Source: an optimization exercise on an open RTL-to-GDS flow (aim: small area). Production flows keep margins and buffers that such runs may drop.
At most, simulation tests tie the RTL to the original design; equivalence was not proved.

P:
==> flow/design.v <==
`timescale 1ns / 1ps
module bin_counter(input clk, reset, enable, output reg [1:0] count);
reg [2:0] c5;
wire dtick = c5[2] & ~c5[1];
always @(posedge clk) begin
  if (reset) begin
    c5 <= 3'b111;
    count <= 2'b00;
  end else if (enable) begin
    c5 <= {c5[1:0], ~(c5[2] & c5[1])};
    if (dtick) count <= {count[0], ~count[1]};
  end
end
endmodule
`timescale 1ns / 1ps
module clk_divider(input clk, rst, output tick);
reg [3:0] c16;
wire f = c16[3] ^ c16[2] ^ (c16[2:0] == 3'b000);
always @(posedge clk) begin
  if (rst) c16 <= 4'b0000;
  else c16 <= {c16[2:0], f};
end
assign tick = (c16 == 4'b1101);
endmodule
`timescale 1ns / 1ps
`timescale 1ns / 1ps
`timescale 1ns / 1ps
`timescale 1ns / 1ps
module pushbutton_detect #(parameter L = 3) (input clk, rst, en, in, output out);
reg [1:0] run;
reg [L-1:0] s;
wire newp = in & run[1] & run[0];
always @(posedge clk) begin
  if (rst) begin
    run <= 2'b00;
    s <= 0;
  end else if (en) begin
    run <= {in & (run[0] | run[1]), in & ~run[1]};
    s <= {newp | (s[L-1] & ~s[L-2]), s[L-1:1]};
  end
end
assign out = s[0] & ~s[1];
endmodule
`timescale 1ns / 1ps
module CU(input clk, input rst, input en, input BTNL, input BTNR,
output reg [1:0] window);
wire inc = BTNL & ~BTNR;
wire dec = BTNR & ~BTNL;
always @(posedge clk) begin
  if (rst) window <= 2'b00;
  else if (en) begin
    if (inc) window <= {window[0], 1'b1};
    else if (dec) window <= {1'b0, window[1]};
  end
end
endmodule
`timescale 1ns / 1ps
module bcd_add_digit(input [3:0] a, input [3:0] b, input ci, output [3:0] r, output co);
wire [4:0] k;
wire [3:0] z;
assign k[0] = ci;
genvar j;
generate for (j = 0; j < 4; j = j + 1) begin : fa
  assign z[j] = a[j] ^ b[j] ^ k[j];
  assign k[j+1] = (a[j] & b[j]) | (k[j] & (a[j] ^ b[j]));
end endgenerate
assign co = k[4];
assign r[0] = z[0];
assign r[1] = z[1] ^ co;
assign r[2] = z[2] ^ (co & ~z[1]);
assign r[3] = z[3] ^ (co & (z[2] | z[1]));
endmodule
module multiplier(
    input  [7:0] MP,
    input  [7:0] MC,
    input clk,
    input rst,
    input load,
    output sign,
    output done,
    output reg [16:0] product
    );
localparam [16:0] ZERO = 17'h06666;
wire [7:0] mc_half;
bin_to_BCD conv(.bin(MC), .bcd(mc_half));
reg [7:0] R;
reg inv;
reg [16:0] S;
reg done_flag;
wire bit_k = R[0] ^ inv;
wire zero_flag = ~|R | (inv & &R);
wire [15:0] Sd = load ? {8'd0, mc_half} : S[15:0];
wire [16:0] S2;
wire [3:0] q0, q1, q2, q3;
bcd_dbl b0(.d(Sd[3:0]), .q(q0));
bcd_dbl b1(.d(Sd[7:4]), .q(q1));
bcd_dbl b2(.d(Sd[11:8]), .q(q2));
bcd_dbl b3(.d(Sd[15:12]), .q(q3));
assign S2 = {q3[3], q3[2:0], q2[3], q2[2:0], q1[3], q1[2:0], q0[3], q0[2:0], load & MC[0]};
wire add = done_flag & bit_k;
wire [16:0] Sa = S & {17{add}};
wire [16:0] sum;
wire c1, c2, c3, c4;
bcd_add_digit a0(.a(product[3:0]),   .b(Sa[3:0]),   .ci(1'b0), .r(sum[3:0]),   .co(c1));
bcd_add_digit a1(.a(product[7:4]),   .b(Sa[7:4]),   .ci(c1),   .r(sum[7:4]),   .co(c2));
bcd_add_digit a2(.a(product[11:8]),  .b(Sa[11:8]),  .ci(c2),   .r(sum[11:8]),  .co(c3));
bcd_add_digit a3(.a(product[15:12]), .b(Sa[15:12]), .ci(c3),   .r(sum[15:12]), .co(c4));
assign sum[16] = product[16] | Sa[16] | c4;
always @(posedge clk) begin
  if (rst | load) product <= ZERO;
  else product <= sum;
end
always @(posedge clk) begin
  if (rst) done_flag <= 1'b0;
  else if (load) done_flag <= 1'b1;
end
always @(posedge clk) begin
  if (load) begin
    R <= MP;
    inv <= 1'b0;
  end else begin
    R <= {R[7], R[7:1]};
    inv <= inv | (R[7] & R[0]);
  end
  S <= S2;
end
assign sign = (MC[7] ^ MP[7]) & (product != ZERO);
assign done = zero_flag & done_flag;
endmodule
`timescale 1ns / 1ps
module bcd_dbl(input [3:0] d, output [3:0] q);
assign q[0] = (d[3] & ~d[0]) | (~d[3] & ~d[2] & d[0]) | (d[2] & d[1] & ~d[0]);
assign q[1] = (d[3] & ~d[0]) | (~d[2] & d[1]) | (d[1] & d[0]);
assign q[2] = (d[3] & d[0]) | (d[2] & ~d[1] & ~d[0]);
assign q[3] = (d[2] & d[0]) | (d[2] & d[1]) | d[3];
endmodule
module bin_to_BCD(input [7:0] bin, output [7:0] bcd);
wire s = bin[7];
wire [6:0] a = bin[6:0];
wire [6:0] below;
assign below[0] = 1'b0;
genvar i;
generate for (i = 1; i < 7; i = i + 1) begin : neg
  assign below[i] = below[i-1] | a[i-1];
end endgenerate
wire [6:1] m = a[6:1] ^ ({6{s}} & below[6:1]);
wire big = s & ~|a;
wire [3:0] o1, o2, o3;
bcd_dbl d1(.d({1'b0, m[6:4]}), .q(o1));
bcd_dbl d2(.d({o1[2:0], m[3]}), .q(o2));
bcd_dbl d3(.d({o2[2:0], m[2]}), .q(o3));
assign bcd[3:0] = {o3[2:0], m[1]} | {1'b0, big, 2'b00};
assign bcd[7:4] = {1'b0, o1[3], o2[3], o3[3]} | {1'b0, big, big, 1'b0};
endmodule
`timescale 1ns / 1ps
module BCD_to_7seg(input [3:0] d, output [6:0] segments);
assign segments[0] = (~d[3] & d[1]) | (d[2] & ~d[1] & d[0]);
assign segments[1] = (~d[3] & d[0]) | (~d[2] & ~d[1]) | (~d[1] & d[0]);
assign segments[2] = d[0] | (~d[2] & d[1]);
assign segments[3] = (~d[3] & d[0]) | (~d[2] & d[1] & ~d[0]) | (d[2] & ~d[1] & d[0]);
assign segments[4] = (~d[2] & ~d[1] & ~d[0]) | (~d[3] & ~d[2]);
assign segments[5] = (~d[2] & d[1] & d[0]) | (d[2] & ~d[1] & ~d[0]) | (~d[3] & ~d[2]);
assign segments[6] = (~d[2] & d[1] & ~d[0]) | (~d[3] & d[0]);
endmodule
`timescale 1ns / 1ps
module Top_module(input clk, input rst, input BTNC, input BTNL, input BTNR, input [7:0] MP,input [7:0] MC, output  done, output [6:0] segments, output [3:0]anode_active);
wire tick;
clk_divider div(.clk(clk), .rst(rst), .tick(tick));
wire load, bleft, bright;
pushbutton_detect #(4) center_pb(.clk(clk), .rst(rst), .en(tick), .in(BTNC), .out(load));
pushbutton_detect #(3) right_pb (.clk(clk), .rst(rst), .en(tick), .in(BTNR), .out(bright));
pushbutton_detect #(3) left_pb  (.clk(clk), .rst(rst), .en(tick), .in(BTNL), .out(bleft));
wire [1:0] w;
CU control(.clk(clk), .rst(rst), .en(tick), .BTNL(bleft), .BTNR(bright), .window(w));
wire [16:0] p;
wire sign;
multiplier multiply(.MP(MP), .MC(MC), .clk(clk), .rst(rst), .load(load), .sign(sign), .done(done), .product(p));
wire [1:0] c;
bin_counter counter(.clk(clk), .reset(rst), .enable(tick), .count(c));
wire cd0 = ~c[1] & ~c[0], cd1 = ~c[1] & c[0], cd2 = c[1] & c[0], c3 = c[1] & ~c[0];
wire wd0 = ~w[0], wd1 = w[0] & ~w[1], wd2 = w[1];
wire s0 = wd0 & cd0;
wire s1 = (wd0 & cd1) | (wd1 & cd0);
wire s2 = (wd0 & cd2) | (wd1 & cd1) | (wd2 & cd0);
wire s3 = (wd1 & cd2) | (wd2 & cd1);
wire s4 = wd2 & cd2;
wire [3:0] num;
assign num[3] = (s0 & p[3]) | (s1 & p[7]) | (s2 & p[11]) | (s3 & p[15]);
assign num[2] = (s0 & p[2]) | (s1 & p[6]) | (s2 & p[10]) | (s3 & p[14]) | s4;
assign num[1] = (s0 & p[1]) | (s1 & p[5]) | (s2 & p[9])  | (s3 & p[13]) | s4 | (c3 & ~sign);
assign num[0] = (s0 & p[0]) | (s1 & p[4]) | (s2 & p[8])  | (s3 & p[12]) | (s4 & p[16]) | c3;
BCD_to_7seg segment(.d(num), .segments(segments));
assign anode_active = ~({4{done}} & {c3 & sign, cd2, cd1, cd0});
endmodule
export LEC_CHECK = 0
export ABC_AREA = 1
export CAP_MARGIN = 20
export CORE_MARGIN = 2
export CORE_UTILIZATION = 70
export SLEW_MARGIN = 20
create_clock -name core_clock -period 15.0 [get_ports {clk}]
standard.sh (not shown) runs the stock make flow with config.mk's settings and CLKGATE_MAP_FILE= SYNTH_SCRIPT=/design/flow/synth_recipe.tcl, a recipe that flattens the netlist after the stock synthesis.
==> flow/flow/run.sh <==
#!/bin/bash
set -euo pipefail
here=$(pwd)

# 1. standard synthesis with the stronger ABC script
rm -rf "$here/scripts_synth"
cp -r "$FLOW_HOME/scripts" "$here/scripts_synth"
cp "$here/flow/abc_area.script" "$here/scripts_synth/abc_area.script"
SCRIPTS_DIR="$here/scripts_synth" bash standard.sh synth > "$here/synth.log" 2>&1

# 2. and 3. the rest of the standard flow's layout
export BUFFER_PORTS_ARGS="-buffer_cell sky130_fd_sc_hd__buf_1"
export CTS_ARGS="-sink_clustering_enable -repair_clock_nets -dont_use_dummy_load -buf_list sky130_fd_sc_hd__clkbuf_4 -root_buf sky130_fd_sc_hd__clkbuf_8"
bash standard.sh finish > "$here/layout.log" 2>&1
test -s "$here/out/final.def"
==> flow/flow/abc_area.script <==
strash
&get -n
&deepsyn -T 60
&put
dch -f
map -a
strash
dch -f
map -a
topo
stime -c
Here is what was changed in the inputs of R compared with P.
==> flow/design.v, changed modules only <==
module multiplier(
    input  [7:0] MP,
    input  [7:0] MC,
    input clk,
    input rst,
    input load,
    output sign,
    output done,
    output reg [16:0] product
    );
localparam [16:0] ZERO = 17'h06666;
wire [7:0] mc_half;
bin_to_BCD conv(.bin(MC), .bcd(mc_half));
reg [7:0] R;
reg inv;
reg [16:0] S;
wire done_flag = ~inv | R[7];
wire bit_k = R[0] ^ inv;
wire zero_flag = ~|R | (inv & &R);
wire [15:0] Sd = load ? {8'd0, mc_half} : S[15:0];
wire [16:0] S2;
wire [3:0] q0, q1, q2, q3;
bcd_dbl b0(.d(Sd[3:0]), .q(q0));
bcd_dbl b1(.d(Sd[7:4]), .q(q1));
bcd_dbl b2(.d(Sd[11:8]), .q(q2));
bcd_dbl b3(.d(Sd[15:12]), .q(q3));
assign S2 = {q3[3], q3[2:0], q2[3], q2[2:0], q1[3], q1[2:0], q0[3], q0[2:0], load & MC[0]};
wire add = done_flag & bit_k;
wire [16:0] Sa = S & {17{add}};
wire [16:0] sum;
wire c1, c2, c3, c4;
bcd_add_digit a0(.a(product[3:0]),   .b(Sa[3:0]),   .ci(1'b0), .r(sum[3:0]),   .co(c1));
bcd_add_digit a1(.a(product[7:4]),   .b(Sa[7:4]),   .ci(c1),   .r(sum[7:4]),   .co(c2));
bcd_add_digit a2(.a(product[11:8]),  .b(Sa[11:8]),  .ci(c2),   .r(sum[11:8]),  .co(c3));
bcd_add_digit a3(.a(product[15:12]), .b(Sa[15:12]), .ci(c3),   .r(sum[15:12]), .co(c4));
assign sum[16] = product[16] | Sa[16] | c4;
always @(posedge clk) begin
  if (rst | load) product <= ZERO;
  else product <= sum;
end
always @(posedge clk) begin
  if (rst) begin
    R[7] <= 1'b0;
    inv <= 1'b1;
  end else if (load) begin
    R[7] <= MP[7];
    inv <= 1'b0;
  end else begin
    inv <= inv | (R[7] & R[0]);
  end
end
always @(posedge clk) begin
  if (load) R[6:0] <= MP[6:0];
  else R[6:0] <= R[7:1];
  S <= S2;
end
assign sign = (MC[7] ^ MP[7]) & (product != ZERO);
assign done = zero_flag & done_flag;
endmodule
## What came out
[R vs P] worst slew margin relative to its limit: lower in R. STATUS via count: R wins against P. R vs P: non-clock buffer count up by a few percent. R vs P: die area down slightly. R: placed cell area is 1.3% lower than what P reported.
The RTL of P was laid out without a check of its function.

-- what the ideal ports hide --
No port has a modelled driver above. Below, the same layouts with a new extraction and two added sets of constraints. Step 1 (the two cells are an assumption about what drives the block):
set clk [get_ports {clk}]
set_driving_cell -lib_cell sky130_fd_sc_hd__clkbuf_16 $clk
set_driving_cell -lib_cell sky130_fd_sc_hd__buf_2 [delete_from_list [all_inputs] $clk]
Step 2 adds t to the input delays and takes it off the output delays; t is the mean of the earliest and latest rising clock arrival at the registers after step 1. Input paths then give back, and output paths get back, about the clock's delay inside the block. Three values: no drivers, after step 1, after step 2; two values: the first two.
run | shift t [ns] | setup WS [ns] | worst setup path after step 2 | clock arrival spread, ns
P | 0.370 | 7.382 / 7.382 / 7.382 | register to register | 0.020 / 0.021
R | 0.368 | 7.544 / 7.524 / 7.524 | input to output | 0.021 / 0.021
After both steps every run listed still meets setup and hold. For R, which loses most, drivers alone change the setup slack by -0.020 ns; drivers and shift together by -0.020 ns.
